Context: an optimization exercise on an open-source flow, tuned for small area and a short achievable clock period. The choices shown serve that exercise and are no tape-out recipe. Only simulation tests tie the RTL to the original design; equivalence was not proved. No activity file was given, so power comes from the tool's default toggle rates.

--- flow/subst.tcl ---
# Replace the behavioural ic_arb_core by its gate netlist (gen/gen_core.py).
delete ic_arb_core
read_verilog $::env(ARB_CORE_NETLIST)
hierarchy -check -top $::env(DESIGN_NAME)
--- standard.sh ---
#!/bin/bash
# synth_recipe.tcl (not shown) runs the flow's synth.tcl, then flattens the netlist and writes it again
# the make line also repeats each setting of config.mk as NAME=value (left out here)
make -C /OpenROAD-flow-scripts/flow DESIGN_CONFIG=/design/flow/config.mk WORK_HOME=/design/flow/orfs CLKGATE_MAP_FILE= SYNTH_SCRIPT=/design/flow/synth_recipe.tcl "${@:-finish}"
--- flow/arb_core.v ---
// generated by gen/gen_core4.py g11=8 g117=4 g138=2 g140=2 g144=2 g146=2 g45=4 g74=4 g9=2
module ic_arb_core(req, pb3, pb2, npb1, npb0, win);
  input [15:0] req, pb3, pb2, npb1, npb0;
  output [3:0] win;
  wire [15:0] nc1, cw;
  wire x3_0;
  wire x3_1;
  wire x3_2;
  wire x3_3;
  wire x3_4;
  wire x3_5;
  wire x3_6;
  wire x3_7;
  wire y3_0;
  wire y3_1;
  wire nh3;
  wire x2b_0;
  wire x2b_1;
  wire x2b_2;
  wire x2b_3;
  wire x2b_4;
  wire x2b_5;
  wire x2b_6;
  wire x2b_7;
  wire y2b_0;
  wire y2b_1;
  wire z2a_0;
  wire z2a_1;
  wire z2a_2;
  wire z2a_3;
  wire z2a_4;
  wire z2a_5;
  wire z2a_6;
  wire z2a_7;
  wire z2a_8;
  wire z2a_9;
  wire z2a_10;
  wire z2a_11;
  wire z2a_12;
  wire z2a_13;
  wire z2a_14;
  wire z2a_15;
  wire q2a_0;
  wire q2a_1;
  wire q2a_2;
  wire q2a_3;
  wire s2a_0;
  wire s2a_1;
  wire t2a;
  wire nh2;
  wire t1_x0;
  wire t1_x1;
  wire t1_x2;
  wire t1_x3;
  wire t1_x4;
  wire t1_x5;
  wire t1_x6;
  wire t1_x7;
  wire t1_r0;
  wire t1_r1;
  wire t1_r2;
  wire t1_r3;
  wire h1;
  wire t0b_x0;
  wire t0b_x1;
  wire t0b_x2;
  wire t0b_x3;
  wire t0b_x4;
  wire t0b_x5;
  wire t0b_x6;
  wire t0b_x7;
  wire t0b_r0;
  wire t0b_r1;
  wire t0b_r2;
  wire t0b_r3;
  wire y0b_0;
  wire y0b_1;
  wire nt0b;
  wire z0a_0;
  wire z0a_1;
  wire z0a_2;
  wire z0a_3;
  wire z0a_4;
  wire z0a_5;
  wire z0a_6;
  wire z0a_7;
  wire z0a_8;
  wire z0a_9;
  wire z0a_10;
  wire z0a_11;
  wire z0a_12;
  wire z0a_13;
  wire z0a_14;
  wire z0a_15;
  wire r0a_0;
  wire r0a_1;
  wire r0a_2;
  wire r0a_3;
  wire r0a_4;
  wire r0a_5;
  wire r0a_6;
  wire r0a_7;
  wire y0a_0;
  wire y0a_1;
  wire nt0a;
  wire h0;
  wire pn0;
  wire pn1;
  wire pn2;
  wire pn3;
  wire pn4;
  wire pn5;
  wire pn6;
  wire pn7;
  wire nz0;
  wire nz1;
  wire nz2;
  wire nz3;
  wire z01;
  wire f1;
  wire f2;
  wire f3;
  wire e23;
  wire u0;
  wire u1;
  wire od0;
  wire od1;
  wire od2;
  wire od3;
  wire v0;
  wire v1;
  sky130_fd_sc_hd__a22oi_1 g1 (.A1(req[0]), .A2(pb3[0]), .B1(req[1]), .B2(pb3[1]), .Y(x3_0));
  sky130_fd_sc_hd__a22oi_1 g2 (.A1(req[2]), .A2(pb3[2]), .B1(req[3]), .B2(pb3[3]), .Y(x3_1));
  sky130_fd_sc_hd__a22oi_1 g3 (.A1(req[4]), .A2(pb3[4]), .B1(req[5]), .B2(pb3[5]), .Y(x3_2));
  sky130_fd_sc_hd__a22oi_1 g4 (.A1(req[6]), .A2(pb3[6]), .B1(req[7]), .B2(pb3[7]), .Y(x3_3));
  sky130_fd_sc_hd__a22oi_1 g5 (.A1(req[8]), .A2(pb3[8]), .B1(req[9]), .B2(pb3[9]), .Y(x3_4));
  sky130_fd_sc_hd__a22oi_1 g6 (.A1(req[10]), .A2(pb3[10]), .B1(req[11]), .B2(pb3[11]), .Y(x3_5));
  sky130_fd_sc_hd__a22oi_1 g7 (.A1(req[12]), .A2(pb3[12]), .B1(req[13]), .B2(pb3[13]), .Y(x3_6));
  sky130_fd_sc_hd__a22oi_1 g8 (.A1(req[14]), .A2(pb3[14]), .B1(req[15]), .B2(pb3[15]), .Y(x3_7));
  sky130_fd_sc_hd__nand4_2 g9 (.A(x3_0), .B(x3_1), .C(x3_2), .D(x3_3), .Y(y3_0));
  sky130_fd_sc_hd__nand4_1 g10 (.A(x3_4), .B(x3_5), .C(x3_6), .D(x3_7), .Y(y3_1));
  sky130_fd_sc_hd__nor2_8 g11 (.A(y3_0), .B(y3_1), .Y(nh3));
  sky130_fd_sc_hd__a22oi_1 g12 (.A1(req[0]), .A2(pb2[0]), .B1(req[1]), .B2(pb2[1]), .Y(x2b_0));
  sky130_fd_sc_hd__a22oi_1 g13 (.A1(req[2]), .A2(pb2[2]), .B1(req[3]), .B2(pb2[3]), .Y(x2b_1));
  sky130_fd_sc_hd__a22oi_1 g14 (.A1(req[4]), .A2(pb2[4]), .B1(req[5]), .B2(pb2[5]), .Y(x2b_2));
  sky130_fd_sc_hd__a22oi_1 g15 (.A1(req[6]), .A2(pb2[6]), .B1(req[7]), .B2(pb2[7]), .Y(x2b_3));
  sky130_fd_sc_hd__a22oi_1 g16 (.A1(req[8]), .A2(pb2[8]), .B1(req[9]), .B2(pb2[9]), .Y(x2b_4));
  sky130_fd_sc_hd__a22oi_1 g17 (.A1(req[10]), .A2(pb2[10]), .B1(req[11]), .B2(pb2[11]), .Y(x2b_5));
  sky130_fd_sc_hd__a22oi_1 g18 (.A1(req[12]), .A2(pb2[12]), .B1(req[13]), .B2(pb2[13]), .Y(x2b_6));
  sky130_fd_sc_hd__a22oi_1 g19 (.A1(req[14]), .A2(pb2[14]), .B1(req[15]), .B2(pb2[15]), .Y(x2b_7));
  sky130_fd_sc_hd__nand4_1 g20 (.A(x2b_0), .B(x2b_1), .C(x2b_2), .D(x2b_3), .Y(y2b_0));
  sky130_fd_sc_hd__nand4_1 g21 (.A(x2b_4), .B(x2b_5), .C(x2b_6), .D(x2b_7), .Y(y2b_1));
  sky130_fd_sc_hd__nand3_1 g22 (.A(req[0]), .B(pb3[0]), .C(pb2[0]), .Y(z2a_0));
  sky130_fd_sc_hd__nand3_1 g23 (.A(req[1]), .B(pb3[1]), .C(pb2[1]), .Y(z2a_1));
  sky130_fd_sc_hd__nand3_1 g24 (.A(req[2]), .B(pb3[2]), .C(pb2[2]), .Y(z2a_2));
  sky130_fd_sc_hd__nand3_1 g25 (.A(req[3]), .B(pb3[3]), .C(pb2[3]), .Y(z2a_3));
  sky130_fd_sc_hd__nand3_1 g26 (.A(req[4]), .B(pb3[4]), .C(pb2[4]), .Y(z2a_4));
  sky130_fd_sc_hd__nand3_1 g27 (.A(req[5]), .B(pb3[5]), .C(pb2[5]), .Y(z2a_5));
  sky130_fd_sc_hd__nand3_1 g28 (.A(req[6]), .B(pb3[6]), .C(pb2[6]), .Y(z2a_6));
  sky130_fd_sc_hd__nand3_1 g29 (.A(req[7]), .B(pb3[7]), .C(pb2[7]), .Y(z2a_7));
  sky130_fd_sc_hd__nand3_1 g30 (.A(req[8]), .B(pb3[8]), .C(pb2[8]), .Y(z2a_8));
  sky130_fd_sc_hd__nand3_1 g31 (.A(req[9]), .B(pb3[9]), .C(pb2[9]), .Y(z2a_9));
  sky130_fd_sc_hd__nand3_1 g32 (.A(req[10]), .B(pb3[10]), .C(pb2[10]), .Y(z2a_10));
  sky130_fd_sc_hd__nand3_1 g33 (.A(req[11]), .B(pb3[11]), .C(pb2[11]), .Y(z2a_11));
  sky130_fd_sc_hd__nand3_1 g34 (.A(req[12]), .B(pb3[12]), .C(pb2[12]), .Y(z2a_12));
  sky130_fd_sc_hd__nand3_1 g35 (.A(req[13]), .B(pb3[13]), .C(pb2[13]), .Y(z2a_13));
  sky130_fd_sc_hd__nand3_1 g36 (.A(req[14]), .B(pb3[14]), .C(pb2[14]), .Y(z2a_14));
  sky130_fd_sc_hd__nand3_1 g37 (.A(req[15]), .B(pb3[15]), .C(pb2[15]), .Y(z2a_15));
  sky130_fd_sc_hd__nand4_1 g38 (.A(z2a_0), .B(z2a_1), .C(z2a_2), .D(z2a_3), .Y(q2a_0));
  sky130_fd_sc_hd__nand4_1 g39 (.A(z2a_4), .B(z2a_5), .C(z2a_6), .D(z2a_7), .Y(q2a_1));
  sky130_fd_sc_hd__nand4_1 g40 (.A(z2a_8), .B(z2a_9), .C(z2a_10), .D(z2a_11), .Y(q2a_2));
  sky130_fd_sc_hd__nand4_1 g41 (.A(z2a_12), .B(z2a_13), .C(z2a_14), .D(z2a_15), .Y(q2a_3));
  sky130_fd_sc_hd__nor2_1 g42 (.A(q2a_0), .B(q2a_1), .Y(s2a_0));
  sky130_fd_sc_hd__nor2_1 g43 (.A(q2a_2), .B(q2a_3), .Y(s2a_1));
  sky130_fd_sc_hd__nand2_1 g44 (.A(s2a_0), .B(s2a_1), .Y(t2a));
  sky130_fd_sc_hd__a221oi_4 g45 (.A1(nh3), .A2(y2b_0), .B1(nh3), .B2(y2b_1), .C1(t2a), .Y(nh2));
  sky130_fd_sc_hd__o221ai_1 g46 (.A1(pb3[0]), .A2(nh3), .B1(pb2[0]), .B2(nh2), .C1(req[0]), .Y(nc1[0]));
  sky130_fd_sc_hd__o221ai_1 g47 (.A1(pb3[1]), .A2(nh3), .B1(pb2[1]), .B2(nh2), .C1(req[1]), .Y(nc1[1]));
  sky130_fd_sc_hd__o221ai_1 g48 (.A1(pb3[2]), .A2(nh3), .B1(pb2[2]), .B2(nh2), .C1(req[2]), .Y(nc1[2]));
  sky130_fd_sc_hd__o221ai_1 g49 (.A1(pb3[3]), .A2(nh3), .B1(pb2[3]), .B2(nh2), .C1(req[3]), .Y(nc1[3]));
  sky130_fd_sc_hd__o221ai_1 g50 (.A1(pb3[4]), .A2(nh3), .B1(pb2[4]), .B2(nh2), .C1(req[4]), .Y(nc1[4]));
  sky130_fd_sc_hd__o221ai_1 g51 (.A1(pb3[5]), .A2(nh3), .B1(pb2[5]), .B2(nh2), .C1(req[5]), .Y(nc1[5]));
  sky130_fd_sc_hd__o221ai_1 g52 (.A1(pb3[6]), .A2(nh3), .B1(pb2[6]), .B2(nh2), .C1(req[6]), .Y(nc1[6]));
  sky130_fd_sc_hd__o221ai_1 g53 (.A1(pb3[7]), .A2(nh3), .B1(pb2[7]), .B2(nh2), .C1(req[7]), .Y(nc1[7]));
  sky130_fd_sc_hd__o221ai_1 g54 (.A1(pb3[8]), .A2(nh3), .B1(pb2[8]), .B2(nh2), .C1(req[8]), .Y(nc1[8]));
  sky130_fd_sc_hd__o221ai_1 g55 (.A1(pb3[9]), .A2(nh3), .B1(pb2[9]), .B2(nh2), .C1(req[9]), .Y(nc1[9]));
  sky130_fd_sc_hd__o221ai_1 g56 (.A1(pb3[10]), .A2(nh3), .B1(pb2[10]), .B2(nh2), .C1(req[10]), .Y(nc1[10]));
  sky130_fd_sc_hd__o221ai_1 g57 (.A1(pb3[11]), .A2(nh3), .B1(pb2[11]), .B2(nh2), .C1(req[11]), .Y(nc1[11]));
  sky130_fd_sc_hd__o221ai_1 g58 (.A1(pb3[12]), .A2(nh3), .B1(pb2[12]), .B2(nh2), .C1(req[12]), .Y(nc1[12]));
  sky130_fd_sc_hd__o221ai_1 g59 (.A1(pb3[13]), .A2(nh3), .B1(pb2[13]), .B2(nh2), .C1(req[13]), .Y(nc1[13]));
  sky130_fd_sc_hd__o221ai_1 g60 (.A1(pb3[14]), .A2(nh3), .B1(pb2[14]), .B2(nh2), .C1(req[14]), .Y(nc1[14]));
  sky130_fd_sc_hd__o221ai_1 g61 (.A1(pb3[15]), .A2(nh3), .B1(pb2[15]), .B2(nh2), .C1(req[15]), .Y(nc1[15]));
  sky130_fd_sc_hd__o22ai_1 g62 (.A1(nc1[0]), .A2(npb1[0]), .B1(nc1[1]), .B2(npb1[1]), .Y(t1_x0));
  sky130_fd_sc_hd__o22ai_1 g63 (.A1(nc1[2]), .A2(npb1[2]), .B1(nc1[3]), .B2(npb1[3]), .Y(t1_x1));
  sky130_fd_sc_hd__o22ai_1 g64 (.A1(nc1[4]), .A2(npb1[4]), .B1(nc1[5]), .B2(npb1[5]), .Y(t1_x2));
  sky130_fd_sc_hd__o22ai_1 g65 (.A1(nc1[6]), .A2(npb1[6]), .B1(nc1[7]), .B2(npb1[7]), .Y(t1_x3));
  sky130_fd_sc_hd__o22ai_1 g66 (.A1(nc1[8]), .A2(npb1[8]), .B1(nc1[9]), .B2(npb1[9]), .Y(t1_x4));
  sky130_fd_sc_hd__o22ai_1 g67 (.A1(nc1[10]), .A2(npb1[10]), .B1(nc1[11]), .B2(npb1[11]), .Y(t1_x5));
  sky130_fd_sc_hd__o22ai_1 g68 (.A1(nc1[12]), .A2(npb1[12]), .B1(nc1[13]), .B2(npb1[13]), .Y(t1_x6));
  sky130_fd_sc_hd__o22ai_1 g69 (.A1(nc1[14]), .A2(npb1[14]), .B1(nc1[15]), .B2(npb1[15]), .Y(t1_x7));
  sky130_fd_sc_hd__nor2_1 g70 (.A(t1_x0), .B(t1_x1), .Y(t1_r0));
  sky130_fd_sc_hd__nor2_1 g71 (.A(t1_x2), .B(t1_x3), .Y(t1_r1));
  sky130_fd_sc_hd__nor2_1 g72 (.A(t1_x4), .B(t1_x5), .Y(t1_r2));
  sky130_fd_sc_hd__nor2_1 g73 (.A(t1_x6), .B(t1_x7), .Y(t1_r3));
  sky130_fd_sc_hd__nand4_4 g74 (.A(t1_r0), .B(t1_r1), .C(t1_r2), .D(t1_r3), .Y(h1));
  sky130_fd_sc_hd__o22ai_1 g75 (.A1(nc1[0]), .A2(npb0[0]), .B1(nc1[1]), .B2(npb0[1]), .Y(t0b_x0));
  sky130_fd_sc_hd__o22ai_1 g76 (.A1(nc1[2]), .A2(npb0[2]), .B1(nc1[3]), .B2(npb0[3]), .Y(t0b_x1));
  sky130_fd_sc_hd__o22ai_1 g77 (.A1(nc1[4]), .A2(npb0[4]), .B1(nc1[5]), .B2(npb0[5]), .Y(t0b_x2));
  sky130_fd_sc_hd__o22ai_1 g78 (.A1(nc1[6]), .A2(npb0[6]), .B1(nc1[7]), .B2(npb0[7]), .Y(t0b_x3));
  sky130_fd_sc_hd__o22ai_1 g79 (.A1(nc1[8]), .A2(npb0[8]), .B1(nc1[9]), .B2(npb0[9]), .Y(t0b_x4));
  sky130_fd_sc_hd__o22ai_1 g80 (.A1(nc1[10]), .A2(npb0[10]), .B1(nc1[11]), .B2(npb0[11]), .Y(t0b_x5));
  sky130_fd_sc_hd__o22ai_1 g81 (.A1(nc1[12]), .A2(npb0[12]), .B1(nc1[13]), .B2(npb0[13]), .Y(t0b_x6));
  sky130_fd_sc_hd__o22ai_1 g82 (.A1(nc1[14]), .A2(npb0[14]), .B1(nc1[15]), .B2(npb0[15]), .Y(t0b_x7));
  sky130_fd_sc_hd__nor2_1 g83 (.A(t0b_x0), .B(t0b_x1), .Y(t0b_r0));
  sky130_fd_sc_hd__nor2_1 g84 (.A(t0b_x2), .B(t0b_x3), .Y(t0b_r1));
  sky130_fd_sc_hd__nor2_1 g85 (.A(t0b_x4), .B(t0b_x5), .Y(t0b_r2));
  sky130_fd_sc_hd__nor2_1 g86 (.A(t0b_x6), .B(t0b_x7), .Y(t0b_r3));
  sky130_fd_sc_hd__nand2_1 g87 (.A(t0b_r0), .B(t0b_r1), .Y(y0b_0));
  sky130_fd_sc_hd__nand2_1 g88 (.A(t0b_r2), .B(t0b_r3), .Y(y0b_1));
  sky130_fd_sc_hd__nor2_1 g89 (.A(y0b_0), .B(y0b_1), .Y(nt0b));
  sky130_fd_sc_hd__nor3_1 g90 (.A(nc1[0]), .B(npb1[0]), .C(npb0[0]), .Y(z0a_0));
  sky130_fd_sc_hd__nor3_1 g91 (.A(nc1[1]), .B(npb1[1]), .C(npb0[1]), .Y(z0a_1));
  sky130_fd_sc_hd__nor3_1 g92 (.A(nc1[2]), .B(npb1[2]), .C(npb0[2]), .Y(z0a_2));
  sky130_fd_sc_hd__nor3_1 g93 (.A(nc1[3]), .B(npb1[3]), .C(npb0[3]), .Y(z0a_3));
  sky130_fd_sc_hd__nor3_1 g94 (.A(nc1[4]), .B(npb1[4]), .C(npb0[4]), .Y(z0a_4));
  sky130_fd_sc_hd__nor3_1 g95 (.A(nc1[5]), .B(npb1[5]), .C(npb0[5]), .Y(z0a_5));
  sky130_fd_sc_hd__nor3_1 g96 (.A(nc1[6]), .B(npb1[6]), .C(npb0[6]), .Y(z0a_6));
  sky130_fd_sc_hd__nor3_1 g97 (.A(nc1[7]), .B(npb1[7]), .C(npb0[7]), .Y(z0a_7));
  sky130_fd_sc_hd__nor3_1 g98 (.A(nc1[8]), .B(npb1[8]), .C(npb0[8]), .Y(z0a_8));
  sky130_fd_sc_hd__nor3_1 g99 (.A(nc1[9]), .B(npb1[9]), .C(npb0[9]), .Y(z0a_9));
  sky130_fd_sc_hd__nor3_1 g100 (.A(nc1[10]), .B(npb1[10]), .C(npb0[10]), .Y(z0a_10));
  sky130_fd_sc_hd__nor3_1 g101 (.A(nc1[11]), .B(npb1[11]), .C(npb0[11]), .Y(z0a_11));
  sky130_fd_sc_hd__nor3_1 g102 (.A(nc1[12]), .B(npb1[12]), .C(npb0[12]), .Y(z0a_12));
  sky130_fd_sc_hd__nor3_1 g103 (.A(nc1[13]), .B(npb1[13]), .C(npb0[13]), .Y(z0a_13));
  sky130_fd_sc_hd__nor3_1 g104 (.A(nc1[14]), .B(npb1[14]), .C(npb0[14]), .Y(z0a_14));
  sky130_fd_sc_hd__nor3_1 g105 (.A(nc1[15]), .B(npb1[15]), .C(npb0[15]), .Y(z0a_15));
  sky130_fd_sc_hd__nor2_1 g106 (.A(z0a_0), .B(z0a_1), .Y(r0a_0));
  sky130_fd_sc_hd__nor2_1 g107 (.A(z0a_2), .B(z0a_3), .Y(r0a_1));
  sky130_fd_sc_hd__nor2_1 g108 (.A(z0a_4), .B(z0a_5), .Y(r0a_2));
  sky130_fd_sc_hd__nor2_1 g109 (.A(z0a_6), .B(z0a_7), .Y(r0a_3));
  sky130_fd_sc_hd__nor2_1 g110 (.A(z0a_8), .B(z0a_9), .Y(r0a_4));
  sky130_fd_sc_hd__nor2_1 g111 (.A(z0a_10), .B(z0a_11), .Y(r0a_5));
  sky130_fd_sc_hd__nor2_1 g112 (.A(z0a_12), .B(z0a_13), .Y(r0a_6));
  sky130_fd_sc_hd__nor2_1 g113 (.A(z0a_14), .B(z0a_15), .Y(r0a_7));
  sky130_fd_sc_hd__nand4_1 g114 (.A(r0a_0), .B(r0a_1), .C(r0a_2), .D(r0a_3), .Y(y0a_0));
  sky130_fd_sc_hd__nand4_1 g115 (.A(r0a_4), .B(r0a_5), .C(r0a_6), .D(r0a_7), .Y(y0a_1));
  sky130_fd_sc_hd__nor2_1 g116 (.A(y0a_0), .B(y0a_1), .Y(nt0a));
  sky130_fd_sc_hd__a21oi_4 g117 (.A1(nt0a), .A2(h1), .B1(nt0b), .Y(h0));
  sky130_fd_sc_hd__a221oi_1 g118 (.A1(npb1[0]), .A2(h1), .B1(npb0[0]), .B2(h0), .C1(nc1[0]), .Y(cw[0]));
  sky130_fd_sc_hd__a221oi_1 g119 (.A1(npb1[1]), .A2(h1), .B1(npb0[1]), .B2(h0), .C1(nc1[1]), .Y(cw[1]));
  sky130_fd_sc_hd__a221oi_1 g120 (.A1(npb1[2]), .A2(h1), .B1(npb0[2]), .B2(h0), .C1(nc1[2]), .Y(cw[2]));
  sky130_fd_sc_hd__a221oi_1 g121 (.A1(npb1[3]), .A2(h1), .B1(npb0[3]), .B2(h0), .C1(nc1[3]), .Y(cw[3]));
  sky130_fd_sc_hd__a221oi_1 g122 (.A1(npb1[4]), .A2(h1), .B1(npb0[4]), .B2(h0), .C1(nc1[4]), .Y(cw[4]));
  sky130_fd_sc_hd__a221oi_1 g123 (.A1(npb1[5]), .A2(h1), .B1(npb0[5]), .B2(h0), .C1(nc1[5]), .Y(cw[5]));
  sky130_fd_sc_hd__a221oi_1 g124 (.A1(npb1[6]), .A2(h1), .B1(npb0[6]), .B2(h0), .C1(nc1[6]), .Y(cw[6]));
  sky130_fd_sc_hd__a221oi_1 g125 (.A1(npb1[7]), .A2(h1), .B1(npb0[7]), .B2(h0), .C1(nc1[7]), .Y(cw[7]));
  sky130_fd_sc_hd__a221oi_1 g126 (.A1(npb1[8]), .A2(h1), .B1(npb0[8]), .B2(h0), .C1(nc1[8]), .Y(cw[8]));
  sky130_fd_sc_hd__a221oi_1 g127 (.A1(npb1[9]), .A2(h1), .B1(npb0[9]), .B2(h0), .C1(nc1[9]), .Y(cw[9]));
  sky130_fd_sc_hd__a221oi_1 g128 (.A1(npb1[10]), .A2(h1), .B1(npb0[10]), .B2(h0), .C1(nc1[10]), .Y(cw[10]));
  sky130_fd_sc_hd__a221oi_1 g129 (.A1(npb1[11]), .A2(h1), .B1(npb0[11]), .B2(h0), .C1(nc1[11]), .Y(cw[11]));
  sky130_fd_sc_hd__a221oi_1 g130 (.A1(npb1[12]), .A2(h1), .B1(npb0[12]), .B2(h0), .C1(nc1[12]), .Y(cw[12]));
  sky130_fd_sc_hd__a221oi_1 g131 (.A1(npb1[13]), .A2(h1), .B1(npb0[13]), .B2(h0), .C1(nc1[13]), .Y(cw[13]));
  sky130_fd_sc_hd__a221oi_1 g132 (.A1(npb1[14]), .A2(h1), .B1(npb0[14]), .B2(h0), .C1(nc1[14]), .Y(cw[14]));
  sky130_fd_sc_hd__a221oi_1 g133 (.A1(npb1[15]), .A2(h1), .B1(npb0[15]), .B2(h0), .C1(nc1[15]), .Y(cw[15]));
  sky130_fd_sc_hd__nor2_1 g134 (.A(cw[0]), .B(cw[1]), .Y(pn0));
  sky130_fd_sc_hd__nor2_1 g135 (.A(cw[2]), .B(cw[3]), .Y(pn1));
  sky130_fd_sc_hd__nor2_1 g136 (.A(cw[4]), .B(cw[5]), .Y(pn2));
  sky130_fd_sc_hd__nor2_1 g137 (.A(cw[6]), .B(cw[7]), .Y(pn3));
  sky130_fd_sc_hd__nor2_2 g138 (.A(cw[8]), .B(cw[9]), .Y(pn4));
  sky130_fd_sc_hd__nor2_1 g139 (.A(cw[10]), .B(cw[11]), .Y(pn5));
  sky130_fd_sc_hd__nor2_2 g140 (.A(cw[12]), .B(cw[13]), .Y(pn6));
  sky130_fd_sc_hd__nor2_1 g141 (.A(cw[14]), .B(cw[15]), .Y(pn7));
  sky130_fd_sc_hd__nand2_1 g142 (.A(pn0), .B(pn1), .Y(nz0));
  sky130_fd_sc_hd__nand2_1 g143 (.A(pn2), .B(pn3), .Y(nz1));
  sky130_fd_sc_hd__nand2_2 g144 (.A(pn4), .B(pn5), .Y(nz2));
  sky130_fd_sc_hd__nand2_1 g145 (.A(pn6), .B(pn7), .Y(nz3));
  sky130_fd_sc_hd__nor2_2 g146 (.A(nz0), .B(nz1), .Y(z01));
  sky130_fd_sc_hd__nor2b_1 g147 (.A(nz0), .B_N(nz1), .Y(f1));
  sky130_fd_sc_hd__and2_1 g148 (.A(z01), .B(nz2), .X(f2));
  sky130_fd_sc_hd__and3b_1 g149 (.A_N(nz2), .B(z01), .C(nz3), .X(f3));
  sky130_fd_sc_hd__o21a_1 g150 (.A1(nz2), .A2(nz3), .B1(z01), .X(win[3]));
  sky130_fd_sc_hd__and2b_1 g151 (.A_N(nz2), .B(nz3), .X(e23));
  sky130_fd_sc_hd__o21ba_1 g152 (.A1(nz1), .A2(e23), .B1_N(nz0), .X(win[2]));
  sky130_fd_sc_hd__a22oi_1 g153 (.A1(nz0), .A2(pn0), .B1(f1), .B2(pn2), .Y(u0));
  sky130_fd_sc_hd__a22oi_1 g154 (.A1(f2), .A2(pn4), .B1(f3), .B2(pn6), .Y(u1));
  sky130_fd_sc_hd__nand2_1 g155 (.A(u0), .B(u1), .Y(win[1]));
  sky130_fd_sc_hd__mux2i_1 g156 (.A0(cw[0]), .A1(cw[2]), .S(pn0), .Y(od0));
  sky130_fd_sc_hd__mux2i_1 g157 (.A0(cw[4]), .A1(cw[6]), .S(pn2), .Y(od1));
  sky130_fd_sc_hd__mux2i_1 g158 (.A0(cw[8]), .A1(cw[10]), .S(pn4), .Y(od2));
  sky130_fd_sc_hd__mux2i_1 g159 (.A0(cw[12]), .A1(cw[14]), .S(pn6), .Y(od3));
  sky130_fd_sc_hd__a22oi_1 g160 (.A1(nz0), .A2(od0), .B1(f1), .B2(od1), .Y(v0));
  sky130_fd_sc_hd__a22oi_1 g161 (.A1(f2), .A2(od2), .B1(f3), .B2(od3), .Y(v1));
  sky130_fd_sc_hd__nand2_1 g162 (.A(v0), .B(v1), .Y(win[0]));
endmodule
--- design.v ---
module interrupt_controller(
	pclk_i,
	prst_i,
	penable_i,
	pready_o,
	pwrite_i,
	paddr_i,
	pwdata_i,
	prdata_o,
	interrupt_active_i,
	interrupt_valid_o,
	interrupt_to_be_serviced_o,
	interrupt_serviced_i);
	input pclk_i,prst_i,penable_i,pwrite_i;
	input [3:0] paddr_i,pwdata_i;
	output reg pready_o;
	output reg [3:0] prdata_o;
	input [15:0] interrupt_active_i;
	input interrupt_serviced_i;
	output reg interrupt_valid_o;
	output reg [3:0] interrupt_to_be_serviced_o;
	reg arb;
	integer i;
	genvar g;
	reg [15:0] pb3, pb2, npb1, npb0;
	wire [3:0] wdata = pwdata_i & {4{~prst_i}};
	wire wr = penable_i & pwrite_i;
	wire [15:0] sel;
	generate
		for (g = 0; g < 16; g = g + 1) begin : regs
			assign sel[g] = paddr_i == g;
			always @(posedge pclk_i)
				if (prst_i | (wr & sel[g])) begin
					pb3[g] <= wdata[3];
					pb2[g] <= wdata[2];
					npb1[g] <= ~wdata[1];
					npb0[g] <= ~wdata[0];
				end
		end
	endgenerate
	wire [3:0] rdata = {|(sel & pb3), |(sel & pb2), |(sel & ~npb1), |(sel & ~npb0)};
	always @(posedge pclk_i) begin
		pready_o <= penable_i & ~prst_i;
		if (prst_i | (penable_i & ~pwrite_i))
			prdata_o <= rdata & {4{~prst_i}};
	end
	wire [3:0] winner;
	ic_arb_core u_core(
		.req(interrupt_active_i),
		.pb3(pb3), .pb2(pb2), .npb1(npb1), .npb0(npb0),
		.win(winner));
	always @(posedge pclk_i) begin
		if (prst_i) begin
			arb <= 1'b0;
			interrupt_valid_o <= 1'b0;
			interrupt_to_be_serviced_o <= 4'd0;
		end else begin
			arb <= (|interrupt_active_i) &
			       ((~arb & ~interrupt_valid_o) | (interrupt_valid_o & interrupt_serviced_i));
			interrupt_valid_o <= arb | (interrupt_valid_o & ~interrupt_serviced_i);
			if (arb) interrupt_to_be_serviced_o <= winner;
			else if (interrupt_serviced_i) interrupt_to_be_serviced_o <= 4'd0;
		end
	end
endmodule
module ic_arb_core(req, pb3, pb2, npb1, npb0, win);
	input [15:0] req;
	input [15:0] pb3, pb2, npb1, npb0;
	output [3:0] win;
	genvar g;
	wire [15:0] pb1 = ~npb1;
	wire [15:0] pb0 = ~npb0;
	wire h3 = |(req & pb3);
	wire h2 = h3 ? |(req & pb3 & pb2) : |(req & pb2);
	wire [15:0] c1 = req & (pb3 | {16{~h3}}) & (pb2 | {16{~h2}});
	wire h1 = |(c1 & pb1);
	wire h0 = h1 ? |(c1 & pb1 & pb0) : |(c1 & pb0);
	wire [15:0] cw = c1 & (pb1 | {16{~h1}}) & (pb0 | {16{~h0}});
	wire [3:0] nz, lo_odd, lo_hi;
	generate
		for (g = 0; g < 4; g = g + 1) begin : quad
			wire [3:0] q = cw[4*g+3:4*g];
			assign nz[g] = |q;
			assign lo_hi[g] = ~q[0] & ~q[1];
			assign lo_odd[g] = ~q[0] & (q[1] | ~q[2]);
		end
	endgenerate
	wire [3:0] fq = {nz[3] & ~nz[2] & ~nz[1] & ~nz[0], nz[2] & ~nz[1] & ~nz[0],
	                 nz[1] & ~nz[0], nz[0]};
	assign win = {fq[3] | fq[2], fq[3] | fq[1], |(fq & lo_hi), |(fq & lo_odd)};
endmodule
--- config.mk ---
export PLATFORM = sky130hd
export DESIGN_NAME = interrupt_controller
export DESIGN_NICKNAME = interrupt_controller
export VERILOG_FILES = /design/flow/design.v
export SDC_FILE = /design/flow/constraint.sdc
export NUM_CORES = 8
export LEC_CHECK = 0
export ABC_AREA = 1
export CAP_MARGIN = 20
export CORE_MARGIN = 2
export CORE_UTILIZATION = 40
export CTS_BUF_LIST = sky130_fd_sc_hd__clkbuf_8
export SLEW_MARGIN = 20
--- flow/synth.tcl ---
# synth_recipe.tcl (the standard synthesis), with ABC's script replaced by
# flow/abc.script when MY_ABC_SCRIPT names it.
proc synth {args} { yosys synth -nofsm -noshare {*}$args }
proc abc {args} {
  set i [lsearch -exact $args -script]
  if { $i >= 0 && [info exists ::env(MY_ABC_SCRIPT)] } {
    lset args [expr {$i + 1}] $::env(MY_ABC_SCRIPT)
  }
  puts "abc wrapper: $args"
  yosys abc {*}$args
}
source $::env(SCRIPTS_DIR)/synth.tcl
# left out here: clear keep_hierarchy, flatten, clean up, hide names made inside functions, write 1_2_yosys.v
--- flow/run.sh ---
#!/bin/bash
# Own layout flow: the standard flow (standard.sh) with
#  - the standard synthesis, except that ABC maps with flow/abc.script
#    (registers are mapped before ABC runs, so they are unchanged) and,
#    when flow/arb_core.v exists, the combinational module ic_arb_core is
#    read from that gate netlist (made by gen/gen_core.py) instead of
#    being synthesised from rtl/ic.v,
#  - smaller port buffers,
#  - timing repair aimed at a setup slack margin below the clock period.
# make's full output is in standard_flow.log; ORFS's step logs are in orfs/logs/.
set -euo pipefail
source flow/params.sh
export MY_ABC_SCRIPT=$PWD/flow/abc.script
args=("BUFFER_PORTS_ARGS=-buffer_cell $PORT_BUF" "SETUP_SLACK_MARGIN=$MARGIN")
if [[ "${OWN_ABC:-1}" == 1 ]]; then args+=("SYNTH_SCRIPT=$PWD/flow/synth.tcl"); fi
if [[ -f flow/arb_core.v ]]; then
  export ARB_CORE_NETLIST=$PWD/flow/arb_core.v
  args+=("SYNTH_CANONICALIZE_TCL=$PWD/flow/subst.tcl")
fi
if [[ -n "${CTS_ARGS:-}" ]]; then args+=("CTS_ARGS=$CTS_ARGS"); fi
bash standard.sh "${args[@]}" finish > standard_flow.log 2>&1
--- flow/params.sh ---
PORT_BUF=sky130_fd_sc_hd__buf_1
MARGIN=0
CTS_ARGS="-sink_clustering_enable -repair_clock_nets -buf_list sky130_fd_sc_hd__clkbuf_8 -dont_use_dummy_load"
--- flow/abc.script ---
&get -n
&st
&dch
&nf -R 1000
&put
--- constraint.sdc ---
create_clock -name core_clock -period 30.0 [get_ports {pclk_i}]
set_input_delay 6.0000 -clock core_clock [delete_from_list [all_inputs] [get_ports {pclk_i}]]
set_output_delay 6.0000 -clock core_clock [all_outputs]
set_load 0.01 [all_outputs]
==> results of run 1 <==
==> report_power, final <==
group	total (mW)	internal [mW]	switching (mW)	leakage, nW
registers	0.135	0.125	0.0100	0.727
clock network	0.0600	0.0268	0.0332	0.0647
logic	0.0484	0.0168	0.0316	0.683
total	0.243	0.168	0.0748	1.48
==> how the worst max path moves through the flow <==
stage,startpoint,slack [ps],depth (start not counted),end
floorplan,interrupt_active_i[14],20880,18,interrupt_to_be_serviced_o[1]
global placement,interrupt_active_i[12],19900,18,interrupt_to_be_serviced_o[1]
detailed placement,interrupt_active_i[12],19910,18,interrupt_to_be_serviced_o[1]
CTS,interrupt_active_i[12],20250,18,interrupt_to_be_serviced_o[1]
global route,interrupt_active_i[12],19790,18,interrupt_to_be_serviced_o[1]
finish,interrupt_active_i[12],20120,18,interrupt_to_be_serviced_o[0]
==> through the flow <==
stage | hold slack (ps) | util
5_1_grt | 546 | 0.459
3_3_place_gp | 491 | 0.446
4_1_cts | 506 | 0.458
6_report | 504 | 0.459
2_1_floorplan | 498 | -
3_5_place_dp | 488 | 0.446
==> metal layers <==
metal | vias to the layer above | global-route usage
li1 | 1646 | -
met3 | 29 | 0.0533
met2 | 252 | 0.334
met1 | 1704 | 0.316
met5 | - | 0
met4 | 0 | 0.0743
==> area by class of cell <==
class,count,area (sq um)
well taps,133,166
inverters,2,7.51
multi-input cells,289,1860
flip-flops and latches,75,2180
fillers,920,5290
clock buffers,9,124
repair buffers,39,150
==> cells in the mapped netlist <==
| library cell | number |
|---|---|
| nor2_1 | 45 |
| nand2b_1 | 6 |
| o21a_1 | 1 |
| nand2_1 | 19 |
| a2111oi_0 | 1 |
| nor4_1 | 9 |
| a21o_1 | 17 |
| edfxtp_1 | 68 |
| o21ba_1 | 1 |
| a22oi_1 | 32 |
| and3b_1 | 1 |
| nor2b_1 | 8 |
| nand2_2 | 1 |
| mux2i_1 | 4 |
| dfxtp_1 | 7 |
| and2b_1 | 1 |
| o221ai_1 | 16 |
| a221oi_4 | 1 |
| a22o_1 | 4 |
| nand4_4 | 1 |
| nor2_8 | 1 |
| nor2_2 | 3 |
| a31oi_1 | 2 |
| a21oi_1 | 2 |
| a221oi_1 | 20 |
| o22ai_1 | 32 |
| nand3_1 | 22 |
| and4_1 | 3 |
| and2_1 | 1 |
| nand4_2 | 1 |
| nor3_1 | 22 |
| and2_0 | 1 |
| a21oi_4 | 1 |
| clkinv_1 | 2 |
| nand4_1 | 10 |
==> flip-flops by register name, summed over array words and instances (netlist names) <==
signal / count
npb0: 16
npb1: 16
pb2: 16
pb3: 16
interrupt_to_be_serviced_o: 4
prdata_o: 4
arb: 1
interrupt_valid_o: 1
pready_o: 1
==> kinds of logic after synthesis <==
| kind of cell | after synthesis | synth area share |
|---|---|---|
| and+or+nand+nor | 155 | 0.198 |
| AOI/OAI and AO/OA | 130 | 0.250 |
| DFF | 75 | 0.540 |
| muxes | 4 | 0.00991 |
| buffers and inverters | 2 | 0.00186 |
==> critical path: stages <==
cell and delay [ps]:
buf_1 140, a22oi_1 220, nand4_1 270, nor2_8 340
a221oi_4 220, o221ai_1 430, o22ai_1 160, nor2_1 270
nand4_4 290, a21oi_4 470, a221oi_1 170, nor2_1 250
nand2_1 150, nor2b_1 170, a22oi_1 200, nand2_1 90
a22oi_1 190, nor2_1 50
==> qor.txt, run 1 <==
Gr ovfl total: 0
Die area: 10900 sq um
DRC viols: 0
Setup_tns: 0 ps
Yosys cell types: 35
DR pass1 iterations: 7
Final Cycle Share: 0.329
Largest net degree at the start of global routing: 33
Slew headroom: 0.341
Avg Vias per Cell: 6.64
Final Non-Filler Cells: 547
Most frequent cells in the layout: edfxtp_1 (68), nor2_1 (45), buf_1 (38)
Synth warnings: 1
Reg2Reg Setup Slack: 25450 ps
TritonCTS clock tree: built
Die height: 105 microns
Status: complete, no violations
Hold EP: interrupt_to_be_serviced_o[0]
Die Wd: 105 microns
CTS clk-pin slew, worst paths: 60 ps
Leading area contributor after synthesis: edfxtp_1
Clock latency at the later pin of the worst-skew pair: 360 ps
R2R cell count: 17
Top post-synthesis cells by area: edfxtp_1 (51%), a22oi_1 (5.9%), o22ai_1 (5.0%), a221oi_1 (4.3%), nor2_1 (4.2%)
Post-synthesis sequential element count: 75
DRT antenna net count: 0
Mean Syn Cell Area: 11.0 sq um
Mapped Nets: 395
Worst R2R Start: pb3[10]
Sequential element share of the synthesized area: 0.540
RD Place Congestion: 0.948
Worst Hold Launch: interrupt_to_be_serviced_o[0]
Clock Skew: 21.6 ps
Nets: 445
Vias in the first global route: 3340
Startpoint types: input pin
Pwr dens: 54.2 nW/um^2
Pwr Total: 0.243 mW
H-tree depth: 3
Row count: 36
Pleak: 1.48 nW
Max-slew violation count: 0
Area grow syn2layout: 11.0%
Fraction of layout cells with a size suffix above 1: 0.0507
Initial Util: 0.413
CTS Hold Bufs: 0
Hold Fails Final Rpt: 0
Core area: 9770 sq um
Placed cell areas: 4360 sq um
Final Cell Area: 4490 sq um
Post-Syn Area: 4040 sq um
PortBufs: 38
Reg-to-reg endpoint: interrupt_to_be_serviced_o[0]
RSZ-0062 raised after global routing: no
Initial antenna violation count: 0
Clock Tree Buf Depth: 2
WP data arrival: 10100 ps
DR iter-0 viols: 379
Min Clock Period, post-route: 9880 ps
WL/cell: 22.0 microns
CP required: 30220 ps
Final WS setup: 20120 ps
VDD IR max: 0.0000235 V
DR top layer: met4
Vias: 3631
Setup crit end kind: flop
Total Routed Length: 12000 microns
M1 wire length: 5200 microns
Yosys top cell area share: 0.505
DP HPWL: 8760 microns
Crit-path max FO: 18
Hold Path Depth: 2
Dpl cells: 538
Commonest non-fill, non-tap cell in the layout: edfxtp_1
Post_cts resized: 0
Total clock sinks: 75
Max Fclk: 101 MHz
Final setup violation count: 0
Setup bufs post-CTS: 0
Worst slack at placement: 19910 ps
All-Layer GR Usage: 0.223
Ports: 39
Post-synthesis cell count: 366
First-pass GRT wire length: 18600 microns
Met3 WL: 1260 microns
Root buffer cell: clkbuf_8
# diodes: 0
Met2 Routed Length: 5250 microns
Worst min-delay path category: reg2reg
Crit Path Class: in2reg
Worst Max-Slew Pin Slew: 988 ps
Max cap viols: 0
Num CTS Buffers: 9
==> inputs of run 2 (changes only) <==
--- a/config.mk
+++ b/config.mk
@@ -8,6 +8,7 @@
 export ABC_AREA = 1
 export CAP_MARGIN = 20
 export CORE_MARGIN = 2
-export CORE_UTILIZATION = 40
+export CORE_UTILIZATION = 65
 export CTS_BUF_LIST = sky130_fd_sc_hd__clkbuf_8
+export PLACE_DENSITY = 0.8
 export SLEW_MARGIN = 20
==> qor.txt, run 2 <==
Vias in the first global route: 3422
Area grow syn2layout: 9.23%
CTS clk-pin slew, worst paths: 60 ps
Combinational power share: 0.202
Gr ovfl total: 0
Setup_tns: 0 ps
Initial Util: 0.678
Slowest CP cell: a21oi_4
Crit-path max FO: 18
Sequential element share of the synthesized area: 0.540
Met3 WL: 1520 microns
Yosys top cell area share: 0.505
Leading area contributor after synthesis: edfxtp_1
Slowest stage delay, CP: 500 ps
DP HPWL: 8160 microns
Clock latency at the later pin of the worst-skew pair: 340 ps
Pwr Total: 0.242 mW
TritonCTS clock tree: built
Post-synth EDFFs: 68
Post-synth top cells: edfxtp_1 (68), nor2_1 (45), a22oi_1 (32), o22ai_1 (32)
CTS Hold Bufs: 0
Top post-synthesis cells by area: edfxtp_1 (51%), a22oi_1 (5.9%), o22ai_1 (5.0%), a221oi_1 (4.3%), nor2_1 (4.2%)
Clock Skew: 16.3 ps
Ys async rst share: 0
Startpoint types: input pin
Num CTS Buffers: 9
H-tree depth: 3
Most frequent cells in the layout: edfxtp_1 (68), nor2_1 (45), buf_1 (38)
# diodes: 0
Sw power: 0.0735 mW
M1 wire length: 4370 microns
Mean Syn Cell Area: 11.0 sq um
DR top layer: met4
All-Layer GR Usage: 0.340
Die Wd: 82.8 microns
DR pass1 iterations: 10
RD Place Congestion: 0.934
Commonest non-fill, non-tap cell in the layout: edfxtp_1
Most frequent cell after synthesis: edfxtp_1
WL/cell: 23.6 microns
Root buffer cell: clkbuf_8
Max-slew violation count: 0
Total clock sinks: 75
WP data arrival: 10330 ps
Post-synthesis sequential element count: 75
Min Clock Period, post-route: 10120 ps
Worst min-delay path category: reg2reg
Row count: 28
Final setup violation count: 0
Nets: 445
Max Fclk: 98.8 MHz
Initial antenna violation count: 0
Ports: 39
PortBufs: 38
Primary FF master, synth: edfxtp_1
RSZ-0062 raised after global routing: no
Pleak: 1.48 nW
Slew headroom: 0.349
Clock Tree Buf Depth: 2
Yosys cell types: 35
Worst Max-Slew Pin Slew: 977 ps
Crit Path Class: in2reg
Setup crit end kind: flop
Post-Syn Area: 4040 sq um
Clock network fraction of total power: 0.241
Met2 Routed Length: 5100 microns
Crit-path cells: buf_1 -> a22oi_1 -> nand4_1 -> nor2_8 -> a221oi_4 -> o221ai_1 -> o22ai_1 -> nor2_1 -> nand4_4 -> a21oi_4 -> a221oi_1 -> nor2_1 -> nand2_1 -> nor2b_1 -> a22oi_1 -> nand2_1 -> a22oi_1 -> nor2_1
Switch share: 0.304
VDD IR max: 0.0000384 V
CP required: 30210 ps
Hold Fails Final Rpt: 0
Fraction of layout cells with a size suffix above 1: 0.0507
Die height: 82.8 microns
Max cap viols: 0
Avg Vias per Cell: 7.71
Filler instances: 440
Sequential power share: 0.557
Final Cycle Share: 0.337
Total Routed Length: 11500 microns
Largest net degree at the start of global routing: 33
Mapped Nets: 395
Pwr dens: 54.7 nW/um^2
Post_cts resized: 0
Setup bufs post-CTS: 0
Vias: 3772
Core area: 5960 sq um
DRC viols: 0
Post-synthesis cell count: 366
First-pass GRT wire length: 18100 microns
Internal power: 0.168 mW
Status: complete, no violations
Die area: 6860 sq um
Synth warnings: 1
DRT antenna net count: 0
DR iter-0 viols: 762
[run 2: cell counts in the layout (fill, tap and decap cells not counted)]
Identical to the previous run, type by type.
[run 2: layout make-up]
class	count	area, sq um	share of cell area
inverters	2	7.51	0.00170
repair buffers	39	150	0.0340
multi-input cells	289	1860	0.420
well taps	75	93.8	0.0213
clock buffers	9	124	0.0281
flip-flops and latches	75	2180	0.494
[run 2: stage by stage]
stage | util | hold WS (ps) | instances | area, sq um | worst slack [ps]
floorplan | - | 498 | 366 | 4040 | 20880
global placement | 0.719 | 474 | 480 | 4280 | 19890
detailed placement | 0.719 | 478 | 480 | 4280 | 19830
CTS | 0.740 | 476 | 489 | 4410 | 20100
global route | 0.741 | 490 | 489 | 4410 | 19650
finish | 0.741 | 474 | 489 | 4410 | 19880
[run 2: final timing paths]
kind / from / end / slack, ps / cells past startpoint
worst max-delay path: interrupt_active_i[8] / interrupt_to_be_serviced_o[1] / 19880 / 18
worst min-delay path: interrupt_valid_o / arb / 470 / 2
worst max register to register: pb3[8] / interrupt_to_be_serviced_o[1] / 25190 / 17
worst min register to register: interrupt_valid_o / arb / 470 / 2
[run 2: cells by family after synthesis]
group | share of synthesized area
compound gates | 0.250
buf+inv | 0.00186
flops | 0.540
simple gates | 0.198
mux | 0.00991
[run 2: power groups by stage]
stage / clock network, mW / registers, mW / logic, mW
2_1_floorplan: 0 / 0.134 / 0.0321
3_3_place_gp: 0 / 0.136 / 0.0459
3_5_place_dp: 0 / 0.136 / 0.0467
4_1_cts: 0.0591 / 0.134 / 0.0472
5_1_grt: 0.0624 / 0.135 / 0.0528
6_report: 0.0583 / 0.134 / 0.0488
[run 2: worst max-delay path, delay by kind of cell]
family / cells / cell delay [ps]
buf+inv: 1 / 130
simple gates: 9 / 2030
compound gates: 8 / 2180
[run 2: per-layer routing]
layer / GRT usage / vias to the layer above
met3: 0.0755 / 64
li1: - / 1650
met4: 0.164 / 0
met1: 0.482 / 1695
met2: 0.501 / 363
met5: 0 / -
==> inputs of run 3 (changes only) <==
==> flow/params.sh (replaced) <==
PORT_BUF=sky130_fd_sc_hd__buf_1
MARGIN=0
CTS_ARGS="-sink_clustering_enable -repair_clock_nets -buf_list sky130_fd_sc_hd__clkbuf_4 -dont_use_dummy_load"
--- a/config.mk
+++ b/config.mk
@@ -9,6 +9,6 @@
 export CAP_MARGIN = 20
 export CORE_MARGIN = 2
 export CORE_UTILIZATION = 65
-export CTS_BUF_LIST = sky130_fd_sc_hd__clkbuf_8
+export CTS_BUF_LIST = sky130_fd_sc_hd__clkbuf_4
 export PLACE_DENSITY = 0.8
 export SLEW_MARGIN = 20
==> qor.txt, run 3 <==
R2R cell count: 17
Final setup violation count: 0
Slew headroom: 0.355
Sequential element share of the synthesized area: 0.540
Largest net degree at the start of global routing: 33
Vias in the first global route: 3322
Pwr Total: 0.227 mW
Synth warnings: 1
Crit Path Class: in2reg
Area grow syn2layout: 7.84%
Worst Max-Slew Pin Slew: 967 ps
Final Cell Area: 4360 sq um
Total clock sinks: 75
Max cap viols: 0
Mean Syn Cell Area: 11.0 sq um
Die height: 82.8 microns
Reg2Reg Setup Slack: 25240 ps
Internal power: 0.155 mW
Pleak: 1.45 nW
TritonCTS clock tree: built
Final WS setup: 20020 ps
CTS Hold Bufs: 0
WP data arrival: 10270 ps
Initial antenna violation count: 1
Most frequent cell after synthesis: edfxtp_1
Nets: 445
Max-slew violation count: 0
Die Wd: 82.8 microns
Ports: 39
Yosys top cell area share: 0.505
Post_cts resized: 0
Clock latency at the later pin of the worst-skew pair: 420 ps
Root buffer cell: clkbuf_4
Num CTS Buffers: 9
Gr ovfl total: 0
Reg-to-reg endpoint: interrupt_to_be_serviced_o[0]
Crit-path cells: buf_1 -> a22oi_1 -> nand4_1 -> nor2_8 -> a221oi_4 -> o221ai_1 -> o22ai_1 -> nor2_1 -> nand4_4 -> a21oi_4 -> a221oi_1 -> nor2_1 -> nand2_1 -> nor2b_1 -> a22oi_1 -> nand2_1 -> a22oi_1 -> nor2_1
Hold Path Depth: 2
Commonest non-fill, non-tap cell in the layout: edfxtp_1
Post-synthesis cell count: 366
Setup_tns: 0 ps
DRT antenna net count: 0
Worst Hold Launch: interrupt_valid_o
Post-synth EDFFs: 68
Vias: 3698
Finished Core Util: 0.732
Clock Tree Buf Depth: 2
Cell family with most CP delay: compound AO/OA/AOI/OAI gates
Crit path buffers/inverters: 1
# diodes: 0
Hold EP: arb
Leading area contributor after synthesis: edfxtp_1
Top post-synthesis cells by area: edfxtp_1 (51%), a22oi_1 (5.9%), o22ai_1 (5.0%), a221oi_1 (4.3%), nor2_1 (4.2%)
Slowest stage delay, CP: 480 ps
Switch share: 0.316
DR iter-0 viols: 633
Core area: 5960 sq um
Clock network fraction of total power: 0.195
Ys async rst share: 0
First-pass GRT wire length: 17800 microns
Worst slack at placement: 19830 ps
Sw power: 0.0718 mW
Avg Vias per Cell: 7.56
Setup bufs post-CTS: 0
CTS clk-pin slew, worst paths: 90 ps
Post-synth top cells: edfxtp_1 (68), nor2_1 (45), a22oi_1 (32), o22ai_1 (32)
Yosys cell types: 35
Post-Syn Area: 4040 sq um
Fraction of layout cells with a size suffix above 1: 0.0507
Min Clock Period, post-route: 9980 ps
Hold Fails Final Rpt: 0
DR pass1 iterations: 8
RSZ-0062 raised after global routing: no
All-Layer GR Usage: 0.334
Mapped Nets: 395
Setup crit end kind: flop
Total Routed Length: 11300 microns
Pwr dens: 52.1 nW/um^2
Row count: 28
CP required: 30280 ps
Primary FF master, synth: edfxtp_1
Post-synthesis sequential element count: 75
Status: complete, no violations
Startpoint types: input pin
Crit-path max FO: 18
Worst R2R Start: pb3[8]
VDD IR max: 0.0000349 V
Max Fclk: 100 MHz
Slowest CP cell: o221ai_1
Most frequent cells in the layout: edfxtp_1 (68), nor2_1 (45), buf_1 (38)
Die area: 6860 sq um
H-tree depth: 3
Combinational power share: 0.214
Initial Util: 0.678
RD Place Congestion: 0.934
Placed cell areas: 4280 sq um
Clock Skew: 26.0 ps
DP HPWL: 8160 microns
WL/cell: 23.2 microns
Final Cycle Share: 0.333
Sequential power share: 0.591
Worst min-delay path category: reg2reg
DRC viols: 0
PortBufs: 38
==> run 3: layer usage <==
metal	global-route usage	share of wire
met4	0.124	0.032
met2	0.485	0.44
met3	0.0924	0.13
met1	0.484	0.40
met5	0	0.0011
==> run 3: worst max-delay path by stage <==
stage,from,to,slack [ps],cells past startpoint
floorplan,interrupt_active_i[14],interrupt_to_be_serviced_o[1],20880,18
global placement,interrupt_active_i[12],interrupt_to_be_serviced_o[0],19890,18
detailed placement,interrupt_active_i[8],interrupt_to_be_serviced_o[0],19830,18
CTS,interrupt_active_i[8],interrupt_to_be_serviced_o[0],20240,18
global route,interrupt_active_i[8],interrupt_to_be_serviced_o[0],19770,18
finish,interrupt_active_i[8],interrupt_to_be_serviced_o[0],20020,18
==> run 3: stage by stage <==
| step | std cells | hold WS (ps) |
|---|---|---|
| after detailed placement | 480 | 478 |
| after global routing | 489 | 487 |
| after floorplan | 366 | 498 |
| after global placement | 480 | 474 |
| after CTS | 489 | 475 |
| final | 489 | 478 |
==> run 3: final cells by class <==
cell class | count | area (sq um)
multi-input combinational | 289 | 1860
sequential | 75 | 2180
fill | 447 | 1600
tap | 75 | 93.8
inverter | 2 | 7.51
timing repair buffer | 39 | 150
clock buffer | 9 | 67.6
==> run 3: worst min-delay path: stages, from the launching register on <==
cell	delay (ps)
dfxtp_1	320
clkinv_1	50
a2111oi_0	70
==> run 3: cells by family after synthesis <==
kind of cell | Yosys count | share of synthesized area
buffers and inverters | 2 | 0.00186
AOI/OAI and AO/OA | 130 | 0.250
muxes | 4 | 0.00991
DFF | 75 | 0.540
and+or+nand+nor | 155 | 0.198
==> run 3: power groups by stage <==
stage / clock (mW) / combinational, mW / sequential (mW)
floorplan: 0 / 0.0321 / 0.134
global placement: 0 / 0.0459 / 0.136
detailed placement: 0 / 0.0467 / 0.136
CTS: 0.0444 / 0.0469 / 0.134
global route: 0.0481 / 0.0525 / 0.135
finish: 0.0442 / 0.0485 / 0.134
==> inputs of run 4 (changes only) <==
--- a/flow/run.sh
+++ b/flow/run.sh
@@ -18,4 +18,5 @@
   args+=("SYNTH_CANONICALIZE_TCL=$PWD/flow/subst.tcl")
 fi
 if [[ -n "${CTS_ARGS:-}" ]]; then args+=("CTS_ARGS=$CTS_ARGS"); fi
-bash standard.sh "${args[@]}" finish > standard_flow.log 2>&1
+if [[ -n "${EXTRA:-}" ]]; then for kv in $EXTRA; do args+=("$kv"); done; fi
+bash standard.sh "${args[@]}" "${FLOW_TARGET:-finish}" > standard_flow.log 2>&1
==> flow/params.sh (replaced) <==
PORT_BUF=sky130_fd_sc_hd__buf_1
MARGIN=20.5
CTS_ARGS="-sink_clustering_enable -repair_clock_nets -buf_list sky130_fd_sc_hd__clkbuf_4 -dont_use_dummy_load"
==> qor.txt, run 4 <==
DP HPWL: 8160 microns
Row count: 28
CP required: 30290 ps
Post-synthesis cell count: 366
Crit Path Class: in2reg
Final Cycle Share: 0.314
Post-Syn Area: 4040 sq um
Sequential element share of the synthesized area: 0.540
Startpoint types: input pin
Die Wd: 82.8 microns
All-Layer GR Usage: 0.336
Clock Tree Buf Depth: 2
Hold Fails Final Rpt: 0
Post-synthesis sequential element count: 75
Min Clock Period, post-route: 9420 ps
Worst Max-Slew Pin Slew: 981 ps
Mean Syn Cell Area: 11.0 sq um
Yosys top cell area share: 0.505
Root buffer cell: clkbuf_4
Final hold slack: 478 ps
Ports: 39
Crit-path max FO: 8
WL/cell: 24.0 microns
Post-synth top cells: edfxtp_1 (68), nor2_1 (45), a22oi_1 (32), o22ai_1 (32)
Max-slew violation count: 0
Final setup violation count: 0
Post-synth EDFFs: 68
Num CTS Buffers: 9
Slew headroom: 0.345
RSZ-0062 raised after global routing: no
Pleak: 1.56 nW
Synth warnings: 1
Fraction of layout cells with a size suffix above 1: 0.140
Primary FF master, synth: edfxtp_1
RD Place Congestion: 0.934
WP data arrival: 9720 ps
Most frequent cell after synthesis: edfxtp_1
DRC viols: 0
Slowest stage delay, CP: 300 ps
VDD IR max: 0.0000400 V
DR pass1 iterations: 6
Clock latency at the later pin of the worst-skew pair: 440 ps
Max Fclk: 106 MHz
First-pass GRT wire length: 17900 microns
CTS clk-pin slew, worst paths: 90 ps
Status: complete, no violations
Initial Util: 0.678
Setup crit end kind: flop
# diodes: 0
Yosys cell types: 35
Slowest CP cell: nand4_1
Gr ovfl total: 0
DRT antenna net count: 0
Die area: 6860 sq um
Initial antenna violation count: 0
H-tree depth: 3
Vias: 3875
Pwr dens: 51.3 nW/um^2
Total Routed Length: 12100 microns
Avg Vias per Cell: 7.70
Mapped Nets: 395
DR iter-0 viols: 727
Pwr Total: 0.241 mW
Die height: 82.8 microns
Top post-synthesis cells by area: edfxtp_1 (51%), a22oi_1 (5.9%), o22ai_1 (5.0%), a221oi_1 (4.3%), nor2_1 (4.2%)
Reg2Reg Setup Slack: 25780 ps
Vias in the first global route: 3381
Area grow syn2layout: 16.4%
Total clock sinks: 75
Most frequent cells in the layout: edfxtp_1 (68), nor2_1 (41), buf_1 (38)
Core area: 5960 sq um
Setup_tns: 0 ps
Leading area contributor after synthesis: edfxtp_1
Max cap viols: 0
Commonest non-fill, non-tap cell in the layout: edfxtp_1
PortBufs: 38
Clock Skew: 26.9 ps
Largest net degree at the start of global routing: 33
Ys async rst share: 0
Worst min-delay path category: reg2reg
Crit-path cells: buf_1 -> a22oi_1 -> nand4_1 -> nor2_8 -> a221oi_4 -> buf_4 -> o221ai_2 -> nor3_1 -> nor2_1 -> nand4_1 -> nor2_2 -> a21oi_4 -> buf_4 -> buf_4 -> a221oi_1 -> nor2_1 -> nand2_2 -> nor2_2 -> and3b_1 -> a22oi_1 -> nand2_1 -> a22oi_1 -> nor2_1
TritonCTS clock tree: built
Nets: 459
[run 4: where the power goes]
group          switching, mW  internal (mW)  leakage (nW)
Clock                 0.0311         0.0139        0.0414
Sequential            0.0115          0.124         0.727
Combinational         0.0363         0.0237         0.794
Total                 0.0789          0.162          1.56
[run 4: cell families (layout without fill, tap and decap cells)]
group,after synthesis,count (layout),synth area share
mux,4,4,0.00991
compound gates,130,130,0.250
simple gates,155,155,0.198
flops,75,75,0.540
buf+inv,2,64,0.00186
[run 4: worst paths after layout]
kind                                             from                             to  depth (start not counted)
worst max-delay path            interrupt_active_i[8]  interrupt_to_be_serviced_o[1]                         23
worst min-delay path                interrupt_valid_o                            arb                          2
worst max register to register                 pb3[8]  interrupt_to_be_serviced_o[1]                         22
worst min register to register      interrupt_valid_o                            arb                          2
[run 4: layout make-up]
class / count / area [sq um]
multi-input cells: 289 / 2090
fillers: 396 / 1250
clock buffers: 9 / 67.6
inverters: 2 / 7.51
flip-flops and latches: 75 / 2180
well taps: 75 / 93.8
repair buffers: 53 / 255
[run 4: what timing repair did]
item / CTS / global route
endpoints found under the setup margin: 3 / 4
endpoints found under the hold margin: 0 / 0
pin swaps: 3 / 3
resized for setup: 0 / 34
setup buffers: 8 / 6
hold buffers: 0 / 0
[run 4: layer usage]
layer | global-route usage | part of all wire | up-vias
met1 | 0.482 | 0.38 | 1777
met2 | 0.479 | 0.45 | 350
met4 | 0.146 | 0.049 | 0
met5 | 0 | 0 | -
met3 | 0.0984 | 0.13 | 68
li1 | - | - | 1680
[run 4: per-stage QoR]
stage | std cells | util | worst slack [ps] | instance area [sq um]
after floorplan | 366 | - | 20880 | 4040
after global placement | 480 | 0.719 | 19890 | 4280
after detailed placement | 480 | 0.719 | 19830 | 4280
after CTS | 497 | 0.741 | 20540 | 4410
after global routing | 503 | 0.789 | 20390 | 4700
final | 503 | 0.789 | 20580 | 4700
[run 4: worst max-delay path: cells and delay by family]
family / cells / cell delay, ps
buffers and inverters: 4 / 640
AO/OA/AOI/OAI: 7 / 1350
AND/OR/NAND/NOR: 12 / 1710
==> inputs of run 5 (changes only) <==
==> flow/params.sh (replaced) <==
PORT_BUF=sky130_fd_sc_hd__buf_1
MARGIN=20.5
CTS_ARGS="-sink_clustering_enable -repair_clock_nets -buf_list sky130_fd_sc_hd__clkbuf_4 -dont_use_dummy_load"
EXTRA="SKIP_INCREMENTAL_REPAIR=1"
==> qor.txt, run 5 <==
CTS Hold Bufs: 0
DP HPWL: 8160 microns
Slowest stage delay, CP: 450 ps
TritonCTS clock tree: built
Crit-path cells: buf_1 -> a22oi_1 -> nand4_1 -> nor2_8 -> a221oi_4 -> buf_4 -> o221ai_1 -> nor3_1 -> nor2_1 -> nand4_1 -> nor2_1 -> a21oi_4 -> buf_4 -> buf_4 -> a221oi_1 -> nor2_1 -> nand2_1 -> nor2_2 -> and3b_1 -> a22oi_1 -> nand2_1 -> a22oi_1 -> nor2_1
Combinational power share: 0.227
Max-slew violation count: 0
DRC viols: 0
Synth warnings: 1
PortBufs: 38
Hold Fails Final Rpt: 0
Num CTS Buffers: 9
Ports: 39
Final Cycle Share: 0.322
CTS clk-pin slew, worst paths: 90 ps
Internal power: 0.158 mW
Final Cell Area: 4410 sq um
Leading area contributor after synthesis: edfxtp_1
Final setup violation count: 0
Post-synthesis cell count: 366
Root buffer cell: clkbuf_4
Clock Tree Buf Depth: 2
Die Wd: 82.8 microns
Die height: 82.8 microns
Max cap viols: 0
First-pass GRT wire length: 17900 microns
Initial antenna violation count: 0
# diodes: 0
RD Place Congestion: 0.934
Worst slack at placement: 19830 ps
Slew headroom: 0.224
Startpoint types: input pin
Setup crit end kind: flop
Area grow syn2layout: 9.20%
Pwr Total: 0.231 mW
WL/cell: 23.0 microns
Die area: 6860 sq um
All-Layer GR Usage: 0.336
Final Non-Filler Cells: 497
Vias in the first global route: 3381
Crit Path Class: in2reg
Ys async rst share: 0
Setup_tns: 0 ps
Pwr dens: 52.3 nW/um^2
Sw power: 0.0727 mW
Post-Syn Area: 4040 sq um
Top post-synthesis cells by area: edfxtp_1 (51%), a22oi_1 (5.9%), o22ai_1 (5.0%), a221oi_1 (4.3%), nor2_1 (4.2%)
Yosys top cell area share: 0.505
H-tree depth: 3
Mapped Nets: 395
Largest net degree at the start of global routing: 33
Worst min-delay path category: reg2reg
Crit-path max FO: 8
Initial Util: 0.678
Total Routed Length: 11400 microns
Vias: 3793
Clock latency at the later pin of the worst-skew pair: 430 ps
Gr ovfl total: 0
Switch share: 0.315
Mean Syn Cell Area: 11.0 sq um
Post-synth top cells: edfxtp_1 (68), nor2_1 (45), a22oi_1 (32), o22ai_1 (32)
WP data arrival: 9950 ps
Status: complete, no violations
Primary FF master, synth: edfxtp_1
Final WS setup: 20340 ps
Dpl cells: 480
CP required: 30290 ps
Reg2Reg Setup Slack: 25560 ps
Placed cell areas: 4280 sq um
Most frequent cells in the layout: edfxtp_1 (68), nor2_1 (45), buf_1 (38)
Setup bufs post-CTS: 8
Post-synth EDFFs: 68
Final hold slack: 473 ps
Clock Skew: 26.9 ps
Core area: 5960 sq um
Max Fclk: 104 MHz
Total clock sinks: 75
Row count: 28
Pleak: 1.49 nW
Sequential element share of the synthesized area: 0.540
Worst Max-Slew Pin Slew: 1160 ps
Yosys cell types: 35
Commonest non-fill, non-tap cell in the layout: edfxtp_1
Sequential power share: 0.582
Slowest CP cell: o221ai_1
Most frequent cell after synthesis: edfxtp_1
Nets: 453
Avg Vias per Cell: 7.63
Post-synthesis sequential element count: 75
DR pass1 iterations: 7
Fraction of layout cells with a size suffix above 1: 0.0640
Most frequent CP cell: nor2_1
Finished Core Util: 0.741
Clock network fraction of total power: 0.192
Post_cts resized: 0
Min Clock Period, post-route: 9660 ps
DRT antenna net count: 0
DR iter-0 viols: 681
VDD IR max: 0.0000375 V
run 5: final cells by class:
type	count	area, sq um
Clock buffer	9	67.6
Multi-Input combinational cell	289	1850
Sequential cell	75	2180
Fill cell	446	1540
Tap cell	75	93.8
Timing Repair Buffer	47	210
Inverter	2	7.51
run 5: critical path: cells and delay by family:
| kind | cells | cell delay [ps] |
|---|---|---|
| simple gates | 12 | 1830 |
| compound gates | 7 | 1530 |
| buf+inv | 4 | 600 |
run 5: layer usage:
| layer | share of wire | up-vias | GRT usage | wire (microns) |
|---|---|---|---|---|
| met5 | 0 | - | 0 | 0 |
| met4 | 0.044 | 0 | 0.146 | 506 |
| met3 | 0.14 | 62 | 0.0984 | 1580 |
| met2 | 0.43 | 346 | 0.479 | 4920 |
| met1 | 0.39 | 1718 | 0.482 | 4440 |
| li1 | - | 1667 | - | - |
run 5: logic make-up after synthesis:
family                 Yosys count  share of synthesized area
AOI/OAI and AO/OA              130                      0.250
buffers and inverters            2                    0.00186
DFF                             75                      0.540
muxes                            4                    0.00991
and+or+nand+nor                155                      0.198
run 5: power by group through the flow:
stage          logic [mW]  clock network [mW]  registers, mW
3_3_place_gp       0.0459                   0          0.136
2_1_floorplan      0.0321                   0          0.134
4_1_cts            0.0503              0.0444          0.134
6_report           0.0523              0.0443          0.134
3_5_place_dp       0.0467                   0          0.136
5_1_grt            0.0563              0.0481          0.135
run 5: worst paths after layout:
path / startpoint / endpoint / depth (start not counted)
setup / recovery: interrupt_active_i[8] / interrupt_to_be_serviced_o[1] / 23
hold reg to reg: interrupt_valid_o / arb / 2
hold / removal: interrupt_valid_o / arb / 2
setup reg to reg: pb3[8] / interrupt_to_be_serviced_o[1] / 22

static timing again, ports no longer ideal:
The results above use ideal ports. As a check the final layouts listed here were re-extracted and re-timed, cells and wires unchanged.
Step 1: set_driving_cell puts a clkbuf_16 on pclk_i and a buf_2 on each other input, an assumption about the parent block.
Step 2 also shifts input and output timing later by t, the mid clock arrival at the registers, as if the neighbouring blocks saw the same clock.
Slacks: ideal / step 1 / step 2; pairs: ideal / step 1.
| run | t, ns | setup WS [ns] | worst setup path at the end | slew at the worst register clock pin (ns) | worst slew at a driven data input, ns |
|---|---|---|---|---|---|
| run 1 | 0.381 | 20.122 / 20.136 / 19.755 | input to register | 0.08 / 0.08 | 0.03 |
| run 2 | 0.368 | 19.879 / 19.890 / 19.522 | input to register | 0.07 / 0.07 | 0.03 |
| run 3 | 0.441 | 20.017 / 20.026 / 19.585 | input to register | 0.11 / 0.11 | 0.03 |
| run 4 | 0.453 | 20.577 / 20.586 / 20.134 | input to register | 0.12 / 0.12 | 0.03 |
| run 5 | 0.448 | 20.344 / 20.353 / 19.906 | input to register | 0.11 / 0.11 | 0.03 |
After both steps setup and hold are still met in every run listed. For run 4, which loses most, drivers alone change the setup slack by +0.009 ns; drivers and shift together by -0.443 ns.
